This design comes from an exercise in tuning for small area and a short achievable clock period on the open sky130 flow, not from production work. For this run, only the layout was checked, not whether the RTL still works. Power is estimated from default activity; no workload was simulated.

==> flow/design.v <==
`timescale 1ns/1ps
module solution (
    input clk,
    input rst,
    input row_valid,
    input [281:0] row_data,
    output [63:0] splitters_hit,
    output done
);
    localparam WIDTH = 141;
    localparam HEIGHT = 142;
    reg [7:0] y;                   
    reg running;                   
    reg [WIDTH-1:0] active;        
    reg [18:0] pn;               
    reg [14:0] acc;              
    localparam NTAKE = 8;
    wire [NTAKE-1:0] take_g, ntake_g, rst_g;
    wire rst_cn;
    bs_inv u_rst (.i(rst), .o(rst_cn));
    genvar k;
    generate
        for (k = 0; k < NTAKE; k = k + 1) begin : tk
            bs_take u_take (.row_valid(row_valid), .running(running), .rst(rst), .rst_cn(rst_cn),
                            .take(take_g[k]), .ntake(ntake_g[k]), .rst_l(rst_g[k]));
        end
    endgenerate
    wire take = take_g[0];
    wire [WIDTH-1:0] nhit, d;
    genvar i;
    generate
        for (i = 0; i < WIDTH; i = i + 1) begin : cols
            wire nhl = (i == 0) ? 1'b1 : nhit[(i == 0) ? 0 : i - 1];
            wire nhr = (i == WIDTH - 1) ? 1'b1 : nhit[(i == WIDTH - 1) ? 0 : i + 1];
            bs_col u_col (
                .a(active[i]), .c0(row_data[2*i]), .c1(row_data[2*i+1]),
                .take(take_g[i * NTAKE / WIDTH]), .ntake(ntake_g[i * NTAKE / WIDTH]),
                .rst(rst_g[i * NTAKE / WIDTH]), .nhl(nhl), .nhr(nhr),
                .nhit(nhit[i]), .d(d[i])
            );
        end
    endgenerate
    wire rst0 = rst_g[0];
    always @(posedge clk) begin
        active <= d;
        if (rst0) begin
            y <= 8'd0;
            running <= 1'b1;
        end else if (take) begin
            y <= y + 8'd1;
            if (y == HEIGHT - 1) running <= 1'b0;
        end
    end
    assign done = ~running;
    wire s1, c2;
    bs_fa u_s1 (.a(nhit[0]), .b(nhit[100]), .c(nhit[101]), .s(s1), .co(c2));
    wire s3, c4;
    bs_fa u_s3 (.a(nhit[102]), .b(nhit[103]), .c(nhit[104]), .s(s3), .co(c4));
    wire s5, c6;
    bs_fa u_s5 (.a(nhit[105]), .b(nhit[106]), .c(nhit[107]), .s(s5), .co(c6));
    wire s7, c8;
    bs_fa u_s7 (.a(nhit[108]), .b(nhit[109]), .c(nhit[10]), .s(s7), .co(c8));
    wire s9, c10;
    bs_fa u_s9 (.a(nhit[110]), .b(nhit[111]), .c(nhit[112]), .s(s9), .co(c10));
    wire s11, c12;
    bs_fa u_s11 (.a(nhit[113]), .b(nhit[114]), .c(nhit[115]), .s(s11), .co(c12));
    wire s13, c14;
    bs_fa u_s13 (.a(nhit[116]), .b(nhit[117]), .c(nhit[118]), .s(s13), .co(c14));
    wire s15, c16;
    bs_fa u_s15 (.a(nhit[119]), .b(nhit[11]), .c(nhit[120]), .s(s15), .co(c16));
    wire s17, c18;
    bs_fa u_s17 (.a(nhit[121]), .b(nhit[122]), .c(nhit[123]), .s(s17), .co(c18));
    wire s19, c20;
    bs_fa u_s19 (.a(nhit[124]), .b(nhit[125]), .c(nhit[126]), .s(s19), .co(c20));
    wire s21, c22;
    bs_fa u_s21 (.a(nhit[127]), .b(nhit[128]), .c(nhit[129]), .s(s21), .co(c22));
    wire s23, c24;
    bs_fa u_s23 (.a(nhit[12]), .b(nhit[130]), .c(nhit[131]), .s(s23), .co(c24));
    wire s25, c26;
    bs_fa u_s25 (.a(nhit[132]), .b(nhit[133]), .c(nhit[134]), .s(s25), .co(c26));
    wire s27, c28;
    bs_fa u_s27 (.a(nhit[135]), .b(nhit[136]), .c(nhit[137]), .s(s27), .co(c28));
    wire s29, c30;
    bs_fa u_s29 (.a(nhit[138]), .b(nhit[139]), .c(nhit[13]), .s(s29), .co(c30));
    wire s31, c32;
    bs_fa u_s31 (.a(nhit[140]), .b(nhit[14]), .c(nhit[15]), .s(s31), .co(c32));
    wire s33, c34;
    bs_fa u_s33 (.a(nhit[16]), .b(nhit[17]), .c(nhit[18]), .s(s33), .co(c34));
    wire s35, c36;
    bs_fa u_s35 (.a(nhit[19]), .b(nhit[1]), .c(nhit[20]), .s(s35), .co(c36));
    wire s37, c38;
    bs_fa u_s37 (.a(nhit[21]), .b(nhit[22]), .c(nhit[23]), .s(s37), .co(c38));
    wire s39, c40;
    bs_fa u_s39 (.a(nhit[24]), .b(nhit[25]), .c(nhit[26]), .s(s39), .co(c40));
    wire s41, c42;
    bs_fa u_s41 (.a(nhit[27]), .b(nhit[28]), .c(nhit[29]), .s(s41), .co(c42));
    wire s43, c44;
    bs_fa u_s43 (.a(nhit[2]), .b(nhit[30]), .c(nhit[31]), .s(s43), .co(c44));
    wire s45, c46;
    bs_fa u_s45 (.a(nhit[32]), .b(nhit[33]), .c(nhit[34]), .s(s45), .co(c46));
    wire s47, c48;
    bs_fa u_s47 (.a(nhit[35]), .b(nhit[36]), .c(nhit[37]), .s(s47), .co(c48));
    wire s49, c50;
    bs_fa u_s49 (.a(nhit[38]), .b(nhit[39]), .c(nhit[3]), .s(s49), .co(c50));
    wire s51, c52;
    bs_fa u_s51 (.a(nhit[40]), .b(nhit[41]), .c(nhit[42]), .s(s51), .co(c52));
    wire s53, c54;
    bs_fa u_s53 (.a(nhit[43]), .b(nhit[44]), .c(nhit[45]), .s(s53), .co(c54));
    wire s55, c56;
    bs_fa u_s55 (.a(nhit[46]), .b(nhit[47]), .c(nhit[48]), .s(s55), .co(c56));
    wire s57, c58;
    bs_fa u_s57 (.a(nhit[49]), .b(nhit[4]), .c(nhit[50]), .s(s57), .co(c58));
    wire s59, c60;
    bs_fa u_s59 (.a(nhit[51]), .b(nhit[52]), .c(nhit[53]), .s(s59), .co(c60));
    wire s61, c62;
    bs_fa u_s61 (.a(nhit[54]), .b(nhit[55]), .c(nhit[56]), .s(s61), .co(c62));
    wire s63, c64;
    bs_fa u_s63 (.a(nhit[57]), .b(nhit[58]), .c(nhit[59]), .s(s63), .co(c64));
    wire s65, c66;
    bs_fa u_s65 (.a(nhit[5]), .b(nhit[60]), .c(nhit[61]), .s(s65), .co(c66));
    wire s67, c68;
    bs_fa u_s67 (.a(nhit[62]), .b(nhit[63]), .c(nhit[64]), .s(s67), .co(c68));
    wire s69, c70;
    bs_fa u_s69 (.a(nhit[65]), .b(nhit[66]), .c(nhit[67]), .s(s69), .co(c70));
    wire s71, c72;
    bs_fa u_s71 (.a(nhit[68]), .b(nhit[69]), .c(nhit[6]), .s(s71), .co(c72));
    wire s73, c74;
    bs_fa u_s73 (.a(nhit[70]), .b(nhit[71]), .c(nhit[72]), .s(s73), .co(c74));
    wire s75, c76;
    bs_fa u_s75 (.a(nhit[73]), .b(nhit[74]), .c(nhit[75]), .s(s75), .co(c76));
    wire s77, c78;
    bs_fa u_s77 (.a(nhit[76]), .b(nhit[77]), .c(nhit[78]), .s(s77), .co(c78));
    wire s79, c80;
    bs_fa u_s79 (.a(nhit[79]), .b(nhit[7]), .c(nhit[80]), .s(s79), .co(c80));
    wire s81, c82;
    bs_fa u_s81 (.a(nhit[81]), .b(nhit[82]), .c(nhit[83]), .s(s81), .co(c82));
    wire s83, c84;
    bs_fa u_s83 (.a(nhit[84]), .b(nhit[85]), .c(nhit[86]), .s(s83), .co(c84));
    wire s85, c86;
    bs_fa u_s85 (.a(nhit[87]), .b(nhit[88]), .c(nhit[89]), .s(s85), .co(c86));
    wire s87, c88;
    bs_fa u_s87 (.a(nhit[8]), .b(nhit[90]), .c(nhit[91]), .s(s87), .co(c88));
    wire s89, c90;
    bs_fa u_s89 (.a(nhit[92]), .b(nhit[93]), .c(nhit[94]), .s(s89), .co(c90));
    wire s91, c92;
    bs_fa u_s91 (.a(nhit[95]), .b(nhit[96]), .c(nhit[97]), .s(s91), .co(c92));
    wire s93, c94;
    bs_fa u_s93 (.a(nhit[98]), .b(nhit[99]), .c(nhit[9]), .s(s93), .co(c94));
    wire s95, c96;
    bs_fa u_s95 (.a(s1), .b(s11), .c(s13), .s(s95), .co(c96));
    wire s97, c98;
    bs_fa u_s97 (.a(s15), .b(s17), .c(s19), .s(s97), .co(c98));
    wire s99, c100;
    bs_fa u_s99 (.a(s21), .b(s23), .c(s25), .s(s99), .co(c100));
    wire s101, c102;
    bs_fa u_s101 (.a(s27), .b(s29), .c(s3), .s(s101), .co(c102));
    wire s103, c104;
    bs_fa u_s103 (.a(s31), .b(s33), .c(s35), .s(s103), .co(c104));
    wire s105, c106;
    bs_fa u_s105 (.a(s37), .b(s39), .c(s41), .s(s105), .co(c106));
    wire s107, c108;
    bs_fa u_s107 (.a(s43), .b(s45), .c(s47), .s(s107), .co(c108));
    wire s109, c110;
    bs_fa u_s109 (.a(s49), .b(s5), .c(s51), .s(s109), .co(c110));
    wire s111, c112;
    bs_fa u_s111 (.a(s53), .b(s55), .c(s57), .s(s111), .co(c112));
    wire s113, c114;
    bs_fa u_s113 (.a(s59), .b(s61), .c(s63), .s(s113), .co(c114));
    wire s115, c116;
    bs_fa u_s115 (.a(s65), .b(s67), .c(s69), .s(s115), .co(c116));
    wire s117, c118;
    bs_fa u_s117 (.a(s7), .b(s71), .c(s73), .s(s117), .co(c118));
    wire s119, c120;
    bs_fa u_s119 (.a(s75), .b(s77), .c(s79), .s(s119), .co(c120));
    wire s121, c122;
    bs_fa u_s121 (.a(s81), .b(s83), .c(s85), .s(s121), .co(c122));
    wire s123, c124;
    bs_fa u_s123 (.a(s87), .b(s89), .c(s9), .s(s123), .co(c124));
    wire s125, c126;
    bs_fa u_s125 (.a(s91), .b(s93), .c(s101), .s(s125), .co(c126));
    wire s127, c128;
    bs_fa u_s127 (.a(s103), .b(s105), .c(s107), .s(s127), .co(c128));
    wire s129, c130;
    bs_fa u_s129 (.a(s109), .b(s111), .c(s113), .s(s129), .co(c130));
    wire s131, c132;
    bs_fa u_s131 (.a(s115), .b(s117), .c(s119), .s(s131), .co(c132));
    wire s133, c134;
    bs_fa u_s133 (.a(s121), .b(s123), .c(s95), .s(s133), .co(c134));
    wire s135, c136;
    bs_fa u_s135 (.a(s97), .b(s99), .c(s125), .s(s135), .co(c136));
    wire s137, c138;
    bs_fa u_s137 (.a(s127), .b(s129), .c(s131), .s(s137), .co(c138));
    wire s139, c140;
    bs_fa u_s139 (.a(s133), .b(s135), .c(s137), .s(s139), .co(c140));
    wire s141, c142;
    bs_fa u_s141 (.a(c10), .b(c12), .c(c14), .s(s141), .co(c142));
    wire s143, c144;
    bs_fa u_s143 (.a(c16), .b(c18), .c(c2), .s(s143), .co(c144));
    wire s145, c146;
    bs_fa u_s145 (.a(c20), .b(c22), .c(c24), .s(s145), .co(c146));
    wire s147, c148;
    bs_fa u_s147 (.a(c26), .b(c28), .c(c30), .s(s147), .co(c148));
    wire s149, c150;
    bs_fa u_s149 (.a(c32), .b(c34), .c(c36), .s(s149), .co(c150));
    wire s151, c152;
    bs_fa u_s151 (.a(c38), .b(c4), .c(c40), .s(s151), .co(c152));
    wire s153, c154;
    bs_fa u_s153 (.a(c42), .b(c44), .c(c46), .s(s153), .co(c154));
    wire s155, c156;
    bs_fa u_s155 (.a(c48), .b(c50), .c(c52), .s(s155), .co(c156));
    wire s157, c158;
    bs_fa u_s157 (.a(c54), .b(c56), .c(c58), .s(s157), .co(c158));
    wire s159, c160;
    bs_fa u_s159 (.a(c6), .b(c60), .c(c62), .s(s159), .co(c160));
    wire s161, c162;
    bs_fa u_s161 (.a(c64), .b(c66), .c(c68), .s(s161), .co(c162));
    wire s163, c164;
    bs_fa u_s163 (.a(c70), .b(c72), .c(c74), .s(s163), .co(c164));
    wire s165, c166;
    bs_fa u_s165 (.a(c76), .b(c78), .c(c8), .s(s165), .co(c166));
    wire s167, c168;
    bs_fa u_s167 (.a(c80), .b(c82), .c(c84), .s(s167), .co(c168));
    wire s169, c170;
    bs_fa u_s169 (.a(c86), .b(c88), .c(c90), .s(s169), .co(c170));
    wire s171, c172;
    bs_fa u_s171 (.a(c92), .b(c94), .c(c100), .s(s171), .co(c172));
    wire s173, c174;
    bs_fa u_s173 (.a(c102), .b(c104), .c(c106), .s(s173), .co(c174));
    wire s175, c176;
    bs_fa u_s175 (.a(c108), .b(c110), .c(c112), .s(s175), .co(c176));
    wire s177, c178;
    bs_fa u_s177 (.a(c114), .b(c116), .c(c118), .s(s177), .co(c178));
    wire s179, c180;
    bs_fa u_s179 (.a(c120), .b(c122), .c(c124), .s(s179), .co(c180));
    wire s181, c182;
    bs_fa u_s181 (.a(c96), .b(c98), .c(s141), .s(s181), .co(c182));
    wire s183, c184;
    bs_fa u_s183 (.a(s143), .b(s145), .c(s147), .s(s183), .co(c184));
    wire s185, c186;
    bs_fa u_s185 (.a(s149), .b(s151), .c(s153), .s(s185), .co(c186));
    wire s187, c188;
    bs_fa u_s187 (.a(s155), .b(s157), .c(s159), .s(s187), .co(c188));
    wire s189, c190;
    bs_fa u_s189 (.a(s161), .b(s163), .c(s165), .s(s189), .co(c190));
    wire s191, c192;
    bs_fa u_s191 (.a(s167), .b(s169), .c(c126), .s(s191), .co(c192));
    wire s193, c194;
    bs_fa u_s193 (.a(c128), .b(c130), .c(c132), .s(s193), .co(c194));
    wire s195, c196;
    bs_fa u_s195 (.a(c134), .b(s171), .c(s173), .s(s195), .co(c196));
    wire s197, c198;
    bs_fa u_s197 (.a(s175), .b(s177), .c(s179), .s(s197), .co(c198));
    wire s199, c200;
    bs_fa u_s199 (.a(s181), .b(s183), .c(s185), .s(s199), .co(c200));
    wire s201, c202;
    bs_fa u_s201 (.a(s187), .b(s189), .c(c136), .s(s201), .co(c202));
    wire s203, c204;
    bs_fa u_s203 (.a(c138), .b(s191), .c(s193), .s(s203), .co(c204));
    wire s205, c206;
    bs_fa u_s205 (.a(s195), .b(s197), .c(s199), .s(s205), .co(c206));
    wire s207, c208;
    bs_fa u_s207 (.a(c142), .b(c144), .c(c146), .s(s207), .co(c208));
    wire s209, c210;
    bs_fa u_s209 (.a(c148), .b(c150), .c(c152), .s(s209), .co(c210));
    wire s211, c212;
    bs_fa u_s211 (.a(c154), .b(c156), .c(c158), .s(s211), .co(c212));
    wire s213, c214;
    bs_fa u_s213 (.a(c160), .b(c162), .c(c164), .s(s213), .co(c214));
    wire s215, c216;
    bs_fa u_s215 (.a(c166), .b(c168), .c(c170), .s(s215), .co(c216));
    wire s217, c218;
    bs_fa u_s217 (.a(c172), .b(c174), .c(c176), .s(s217), .co(c218));
    wire s219, c220;
    bs_fa u_s219 (.a(c178), .b(c180), .c(c182), .s(s219), .co(c220));
    wire s221, c222;
    bs_fa u_s221 (.a(c184), .b(c186), .c(c188), .s(s221), .co(c222));
    wire s223, c224;
    bs_fa u_s223 (.a(c190), .b(s207), .c(s209), .s(s223), .co(c224));
    wire s225, c226;
    bs_fa u_s225 (.a(s211), .b(s213), .c(s215), .s(s225), .co(c226));
    wire s227, c228;
    bs_fa u_s227 (.a(c192), .b(c194), .c(c196), .s(s227), .co(c228));
    wire s229, c230;
    bs_fa u_s229 (.a(c198), .b(c200), .c(s217), .s(s229), .co(c230));
    wire s231, c232;
    bs_fa u_s231 (.a(s219), .b(s221), .c(s223), .s(s231), .co(c232));
    wire s233, c234;
    bs_fa u_s233 (.a(c208), .b(c210), .c(c212), .s(s233), .co(c234));
    wire s235, c236;
    bs_fa u_s235 (.a(c214), .b(c216), .c(c218), .s(s235), .co(c236));
    wire s237, c238;
    bs_fa u_s237 (.a(c220), .b(c222), .c(c224), .s(s237), .co(c238));
    wire s239, c240;
    bs_fa u_s239 (.a(c226), .b(s233), .c(c228), .s(s239), .co(c240));
    wire s241, c242;
    bs_fa u_s241 (.a(c230), .b(c232), .c(s235), .s(s241), .co(c242));
    wire s243, c244;
    bs_fa u_s243 (.a(c234), .b(c236), .c(c238), .s(s243), .co(c244));
    wire [18:0] pn_next = {c244, s243, c242, c240, s241, s239, s237, s231, s229, s227, c206, c204, c202, s225, s205, s203, s201, c140, s139};
    wire [18:0] pt = ~pn;
    wire s245, c246;
    bs_fa u_s245 (.a(acc[2]), .b(pt[10]), .c(pt[11]), .s(s245), .co(c246));
    wire s247, c248;
    bs_ha u_s247 (.a(acc[1]), .b(pt[1]), .s(s247), .co(c248));
    wire s249, c250;
    bs_fa u_s249 (.a(pt[5]), .b(pt[6]), .c(pt[7]), .s(s249), .co(c250));
    wire s251, c252;
    bs_ha u_s251 (.a(pt[8]), .b(pt[9]), .s(s251), .co(c252));
    wire s253, c254;
    bs_fa u_s253 (.a(acc[3]), .b(pt[12]), .c(pt[13]), .s(s253), .co(c254));
    wire s255, c256;
    bs_ha u_s255 (.a(pt[14]), .b(c246), .s(s255), .co(c256));
    wire s257, c258;
    bs_fa u_s257 (.a(acc[4]), .b(pt[15]), .c(pt[16]), .s(s257), .co(c258));
    wire s259, c260;
    bs_ha u_s259 (.a(pt[2]), .b(pt[3]), .s(s259), .co(c260));
    wire s261, c262;
    bs_fa u_s261 (.a(c248), .b(s251), .c(s245), .s(s261), .co(c262));
    wire s263, c264;
    bs_fa u_s263 (.a(c252), .b(c250), .c(s253), .s(s263), .co(c264));
    wire s265, c266;
    bs_fa u_s265 (.a(pt[17]), .b(c254), .c(s257), .s(s265), .co(c266));
    wire s267, c268;
    bs_ha u_s267 (.a(acc[5]), .b(pt[18]), .s(s267), .co(c268));
    wire s269, c270;
    bs_ha u_s269 (.a(pt[4]), .b(s247), .s(s269), .co(c270));
    wire s271, c272;
    bs_fa u_s271 (.a(c260), .b(s249), .c(s261), .s(s271), .co(c272));
    wire s273, c274;
    bs_fa u_s273 (.a(s255), .b(c262), .c(s263), .s(s273), .co(c274));
    wire s275, c276;
    bs_fa u_s275 (.a(c256), .b(c264), .c(s265), .s(s275), .co(c276));
    wire s277, c278;
    bs_fa u_s277 (.a(s267), .b(c258), .c(c266), .s(s277), .co(c278));
    wire s279, c280;
    bs_ha u_s279 (.a(acc[6]), .b(c268), .s(s279), .co(c280));
    wire [7:0] fr0 = {c280, c278, c276, c274, c272, c270, s269, acc[0]};
    wire [7:0] fr1 = {acc[7], s279, s277, s275, s273, s271, s259, pt[0]};
    wire [8:0] fsum = fr0 + fr1;
    wire inc8 = fsum[8];
    wire tot8 = acc[8] ^ inc8;
    wire pre9 = acc[8];
    wire inc9 = fsum[8] & pre9;
    wire tot9 = acc[9] ^ inc9;
    wire pre10 = pre9 & acc[9];
    wire inc10 = fsum[8] & pre10;
    wire tot10 = acc[10] ^ inc10;
    wire pre11 = pre10 & acc[10];
    wire inc11 = fsum[8] & pre11;
    wire tot11 = acc[11] ^ inc11;
    wire pre12 = pre11 & acc[11];
    wire inc12 = fsum[8] & pre12;
    wire tot12 = acc[12] ^ inc12;
    wire pre13 = pre12 & acc[12];
    wire inc13 = fsum[8] & pre13;
    wire tot13 = acc[13] ^ inc13;
    wire pre14 = pre13 & acc[13];
    wire inc14 = fsum[8] & pre14;
    wire tot14 = acc[14] ^ inc14;
    wire [14:0] total = {tot14, tot13, tot12, tot11, tot10, tot9, tot8, fsum[7], fsum[6], fsum[5], fsum[4], fsum[3], fsum[2], fsum[1], fsum[0]};
    always @(posedge clk) begin
        pn <= pn_next;                  
        if (rst0) acc <= 15'd0;
        else acc <= total;
    end
    assign splitters_hit = {49'd0, total};
endmodule
module bs_col (
    input a, input c0, input c1, input take, input ntake, input rst,
    input nhl, input nhr,
    output nhit, output d
);
    assign nhit = ~(a & c0 & ~c1 & take);
    wire src = ~ntake & c1 & ~c0;
    wire nkeep = ~((a & nhit) | src);
    assign d = ~((nkeep & nhl & nhr) | rst);
endmodule
module bs_take (input row_valid, input running, input rst, input rst_cn,
                output take, output ntake, output rst_l);
    assign take = row_valid & running & ~rst;
    assign ntake = ~take;
    assign rst_l = ~rst_cn;
endmodule
module bs_inv (input i, output o);
    assign o = ~i;
endmodule
module bs_fa (input a, input b, input c, output s, output co);
    assign s = a ^ b ^ c;
    assign co = (a & b) | (a & c) | (b & c);
endmodule
module bs_ha (input a, input b, output s, output co);
    assign s = a ^ b;
    assign co = a & b;
endmodule
module bs_hac (input a, input b, output s, output co);
    assign s = ~(a ^ b);
    assign co = a | b;
endmodule
==> flow/flow/run.sh <==
#!/bin/bash
# Own layout flow: the standard flow (standard.sh, synth_recipe.tcl), with
#  - bs_col, bs_take and bs_inv mapped to cells by hand (flow/bs_col_cells.v), read over
#    their synthesized versions before the design is flattened,
#  - flow/extra.mk appended to config.mk: buf_1 port buffers, one tie cell per constant,
#    no dummy clock-tree loads, stronger buffers on the row_valid and rst ports (port_bufs.tcl).
# The make output goes to make_finish.log; each ORFS step logs to orfs/logs/.
set -euo pipefail
cd "$(dirname "$0")/.."
W=$PWD
sed "s#@W@#$W#g" flow/extra.mk >> config.mk
# synthesis: the standard flow's script, with the hand-mapped bs_col read over the synthesized one
awk -v f="$W/flow/bs_col_cells.v" '{print} /source .*synth.tcl/ {print "read_verilog -overwrite " f}' \
  synth_recipe.tcl > my_synth.tcl
grep -q "read_verilog -overwrite" my_synth.tcl
sed "s#SYNTH_SCRIPT=[^ ]*#SYNTH_SCRIPT=$W/my_synth.tcl#" standard.sh > my_standard.sh
grep -q "my_synth.tcl" my_standard.sh
bash my_standard.sh ${FLOW_TARGET:-finish} > make_finish.log 2>&1
==> flow/flow/bs_col_cells.v <==
// bs_col and bs_take (see rtl/solution.v) mapped by hand to sky130_fd_sc_hd cells.
//
// bs_col:
// nc1  = ~c1
// nhit = ~(a & c0 & nc1 & take)
// src  = ~(c0 | ntake | nc1)
// nk   = ~((a & nhit) | src)
// d    = ~((nk & nhl & nhr) | rst)
module bs_col (
    input a, input c0, input c1, input take, input ntake, input rst,
    input nhl, input nhr,
    output nhit, output d
);
    wire nc1, src, nk;
    sky130_fd_sc_hd__inv_1 g_nc1 (.A(c1), .Y(nc1));
    sky130_fd_sc_hd__nand4_1 g_hit (.A(a), .B(c0), .C(nc1), .D(take), .Y(nhit));
    sky130_fd_sc_hd__nor3_1 g_src (.A(c0), .B(ntake), .C(nc1), .Y(src));
    sky130_fd_sc_hd__a21oi_1 g_keep (.A1(a), .A2(nhit), .B1(src), .Y(nk));
    sky130_fd_sc_hd__a31oi_1 g_d (.A1(nk), .A2(nhl), .A3(nhr), .B1(rst), .Y(d));
endmodule

// bs_take:
// take = row_valid & running & ~rst, ntake = ~take, rst_l = ~rst_cn
module bs_take (input row_valid, input running, input rst, input rst_cn,
                output take, output ntake, output rst_l);
    sky130_fd_sc_hd__and3b_2 g_take (.A_N(rst), .B(running), .C(row_valid), .X(take));
    sky130_fd_sc_hd__inv_1 g_ntake (.A(take), .Y(ntake));
    sky130_fd_sc_hd__inv_2 g_rst (.A(rst_cn), .Y(rst_l));
endmodule

// bs_inv: an inverter
module bs_inv (input i, output o);
    sky130_fd_sc_hd__inv_2 g_inv (.A(i), .Y(o));
endmodule
==> flow/flow/extra.mk <==
# port buffers: the smallest buffer
export BUFFER_PORTS_ARGS = -buffer_cell sky130_fd_sc_hd__buf_1
# one tie cell per constant
export SKIP_REPAIR_TIE_FANOUT = 1
# clock tree: no dummy loads (they only balance the tree's levels)
export CTS_ARGS = -sink_clustering_enable -repair_clock_nets -dont_use_dummy_load -buf_list {sky130_fd_sc_hd__clkbuf_4 sky130_fd_sc_hd__clkbuf_8}
# stronger port buffers on row_valid and rst
export POST_RESIZE_TCL = @W@/flow/port_bufs.tcl
==> flow/flow/port_bufs.tcl <==
# POST_RESIZE hook: the buffers on the row_valid and rst ports drive the take logic of
# every column group; give them a stronger buffer than the other ports' buf_1.
set block [ord::get_db_block]
foreach p {row_valid rst} {
  set net [[$block findBTerm $p] getNet]
  foreach it [$net getITerms] {
    set inst [$it getInst]
    set m [[$inst getMaster] getName]
    if {[string match "sky130_fd_sc_hd__buf_*" $m] || [string match "sky130_fd_sc_hd__clkbuf_*" $m]} {
      puts "port $p: [$inst getName] $m -> sky130_fd_sc_hd__buf_4"
      replace_cell [$inst getName] sky130_fd_sc_hd__buf_4
    }
  }
}
==> flow/standard.sh <==
#!/bin/bash
# synth_recipe.tcl (not shown) runs the flow's synth.tcl, then flattens the netlist and writes it again
# the make line also repeats each setting of config.mk as NAME=value (left out here)
make -C /OpenROAD-flow-scripts/flow DESIGN_CONFIG=/design/flow/config.mk WORK_HOME=/design/flow/orfs CLKGATE_MAP_FILE= SYNTH_SCRIPT=/design/flow/synth_recipe.tcl "${@:-finish}"
==> flow/config.mk <==
export PLATFORM = sky130hd
export DESIGN_NAME = solution
export DESIGN_NICKNAME = solution
export VERILOG_FILES = /design/flow/design.v
export SDC_FILE = /design/flow/constraint.sdc
export NUM_CORES = 4
export LEC_CHECK = 0
export CAP_MARGIN = 20
export CORE_MARGIN = 2
export CORE_UTILIZATION = 65
export CTS_BUF_LIST = sky130_fd_sc_hd__clkbuf_4 sky130_fd_sc_hd__clkbuf_8
export SLEW_MARGIN = 20
export SYNTH_HIERARCHICAL = 1
export SYNTH_MINIMUM_KEEP_SIZE = 0
# port buffers: the smallest buffer
export BUFFER_PORTS_ARGS = -buffer_cell sky130_fd_sc_hd__buf_1
# one tie cell per constant
export SKIP_REPAIR_TIE_FANOUT = 1
# clock tree: no dummy loads (they only balance the tree's levels)
export CTS_ARGS = -sink_clustering_enable -repair_clock_nets -dont_use_dummy_load -buf_list {sky130_fd_sc_hd__clkbuf_4 sky130_fd_sc_hd__clkbuf_8}
# stronger port buffers on row_valid and rst
export POST_RESIZE_TCL = /design/flow/flow/port_bufs.tcl
==> flow/constraint.sdc <==
create_clock -name core_clock -period 100.0 [get_ports {clk}]
set_input_delay 20.0000 -clock core_clock [delete_from_list [all_inputs] [get_ports {clk}]]
set_output_delay 20.0000 -clock core_clock [all_outputs]
set_load 0.01 [all_outputs]
==> notes.md <==
[how the worst min path moves through the flow]
stage	from	to	slack, ns	cells after the start
after global routing	y[1]	y[1]	0.56	2
after detailed placement	y[7]	y[7]	0.49	2
after CTS	y[7]	y[7]	0.50	2
after floorplan	y[7]	y[7]	0.46	2
after global placement	y[7]	y[7]	0.48	2
final	y[7]	y[7]	0.51	2
[metrics by stage]
stage / hold WS, ns / total power, mW
finish: 0.507 / 0.139
global route: 0.562 / 0.145
CTS: 0.500 / 0.139
detailed placement: 0.485 / 0.101
global placement: 0.476 / 0.101
floorplan: 0.458 / 0.0935
[cell usage in the layout, fill, tap and decap left out, types with 4 or more instances in the layout]
cell / instances
inv_1: 172
and3b_2: 8
fa_1: 134
dfxtp_1: 184
ha_1: 18
mux2_1: 5
nor2_1: 16
nor3_1: 141
clkbuf_8: 17
buf_1: 298
nand2_1: 8
nor2b_1: 14
a21oi_4: 4
inv_2: 9
a31oi_1: 141
a21oi_1: 149
xor2_1: 12
a21o_1: 4
nand4_1: 146
xnor2_1: 5
[layer usage]
| layer | part of all wire [%] | GRT usage [%] |
|---|---|---|
| met1 | 42 | 43.9 |
| met3 | 6.7 | 6.93 |
| met5 | 0 | 0 |
| met2 | 48 | 55.1 |
| met4 | 2.6 | 9.34 |
[layout make-up]
type                            count  area (sq um)  share of cell area [%]
Multi-Input combinational cell    830          6900                    53.4
Inverter                          181           679                    5.26
Sequential cell                   184          3680                    28.5
Clock buffer                       17           234                    1.81
Timing Repair Buffer              300          1130                    8.77
Tap cell                          229           287                    2.22
[state kept, by name, summed over array words and instances (netlist names)]
| signal | cells |
|---|---|
| y | 8 |
| pn | 19 |
| acc | 15 |
| running | 1 |
| active | 141 |
[worst register-to-register path: cells and delay by family, from the launching register on]
kind	cells	cell delay (ns)
fa+ha+maj	6	2.97
flops	1	0.47
simple gates	2	1.03
[power by group]
group          switching, mW  internal, mW
clock network         0.0236        0.0151
logic                 0.0137       0.00819
registers            0.00159        0.0765
==> notes.md <==
status timing/DRC/antenna clean; maxcap violations 0; cell mode on critical path fa_1; clock tree sinks 184; fin. max-slew vios 0; synthesis warning total 7; worst-margin pin slew 0.892 ns; area of placed instances 12700 sq um; worst-path fanout max 6; max_slew headroom 40.4%; row count 49; fin util 72.4%; crit path launch type flop; clk buf depth 2; ratio of cells with drive above 1 in the final layout 2.98%; DR pass1 iterations 5; syn avg cell area 9.33 sq um; post-DP HPWL 25500 um; clk_skew 0.0390 ns; gr ovfl total 0; fmax 0.0411 GHz; fin area 12900 sq um; Buffers & Inverters on Critical Path 1; CP Depth 11; CP max-delay cell fa_1; final setup vio count 0; Worst Setup SP acc[2]; Area Growth Syn to Fin 10.3%; largest net degree at the start of global routing 51; P per Cell Area 10.7 nW/um^2; PnR worst setup slack 75.66 ns; Final min period 24.34 ns; Critical Path Sink splitters_hit[9]; Post-Place Worst Slack 75.77 ns; kind of critical path reg2out; CP required 80.00 ns; post-route ant nets 0; Worst R2R Setup Slack 95.41 ns; setup TNS 0 ns; I/O Pins 350; Die Y 138 um; total CTS buffers 17; r2r startpoint running; Mapped Area 11700 sq um; gpl congestion 0.881; Initial Util 65.7%; Synthesized Nets 1693; vias in the first global route 10300; Clk Latency, worst-skew pair 0.47 ns; root buf cell clkbuf_8; die area 19100 sq um; PortBufs 300; Final nets 1951; Post-Syn Instances 1256; clock slew at reported path FFs 0.09 ns; TritonCTS clock tree yes; min-delay worst type reg2reg; FF-to-FF path depth 8; Top delay family on crit path adder cells; drt drc 0; Filler cells 1461; VDD IR max 0.00870 mV; period utilization 24.3%; CP Data Arrival Time 4.34 ns; peak per-stage delay on the critical path 0.55 ns; initial antenna violation count 0; Pleak 4.37 nW; first-pass GRT wire length 50900 um; RSZ-0062 raised after global routing false; Via-to-Cell Ratio 6.11; Final Hold Vio Count 0; placed cells 1724; DR WL/cell 18.1 um; # hold bufs at CTS 0; CTS resizes 0; Crit. End Element output pin; Via Count 10600; die span in x 138 um; GRT Overall Usage 32.9%; terminus of the critical flop-to-flop path pn[14]; initial DRC count 766; CTS H-tree lvls 4; Antenna Cells 0; detailed-route wire length 31400 um; core area 17800 sq um; setup bufs post-CTS 0; cells along the critical path fa_1, fa_1, fa_1, ha_1, a211oi_1, or3_1, o211ai_1, a21o_1, ha_1, xor2_1, buf_1; Post-Layout Cell Count 1741

## afterwards: timing with drivers on the ports
How much do the figures lean on ideal ports? The routed layout below was timed once more, with nothing changed but the port constraints.
Step 1 sets driving cells, clkbuf_16 on the clock port and buf_2 on the other inputs (assumed; they add their load-dependent delay and slew).
Step 2 adds t to the input delays and takes it off the output delays; t is the mean of the earliest and latest rising clock arrival at the registers after step 1. Input paths then give back, and output paths get back, about the clock's delay inside the block.
a / b / c = no drivers / after step 1 / after step 2; a / b = the first two.
t (ns): 0.489
setup slack, ns: 75.665 / 75.624 / 75.694
worst hold slack (ns): 0.507 / 0.507 / 0.507
latest minus earliest clock arrival (ns): 0.040 / 0.039
After both steps setup and hold are still met in this run. The setup slack of this run moves by -0.041 ns with the drivers and by +0.029 ns with both steps.
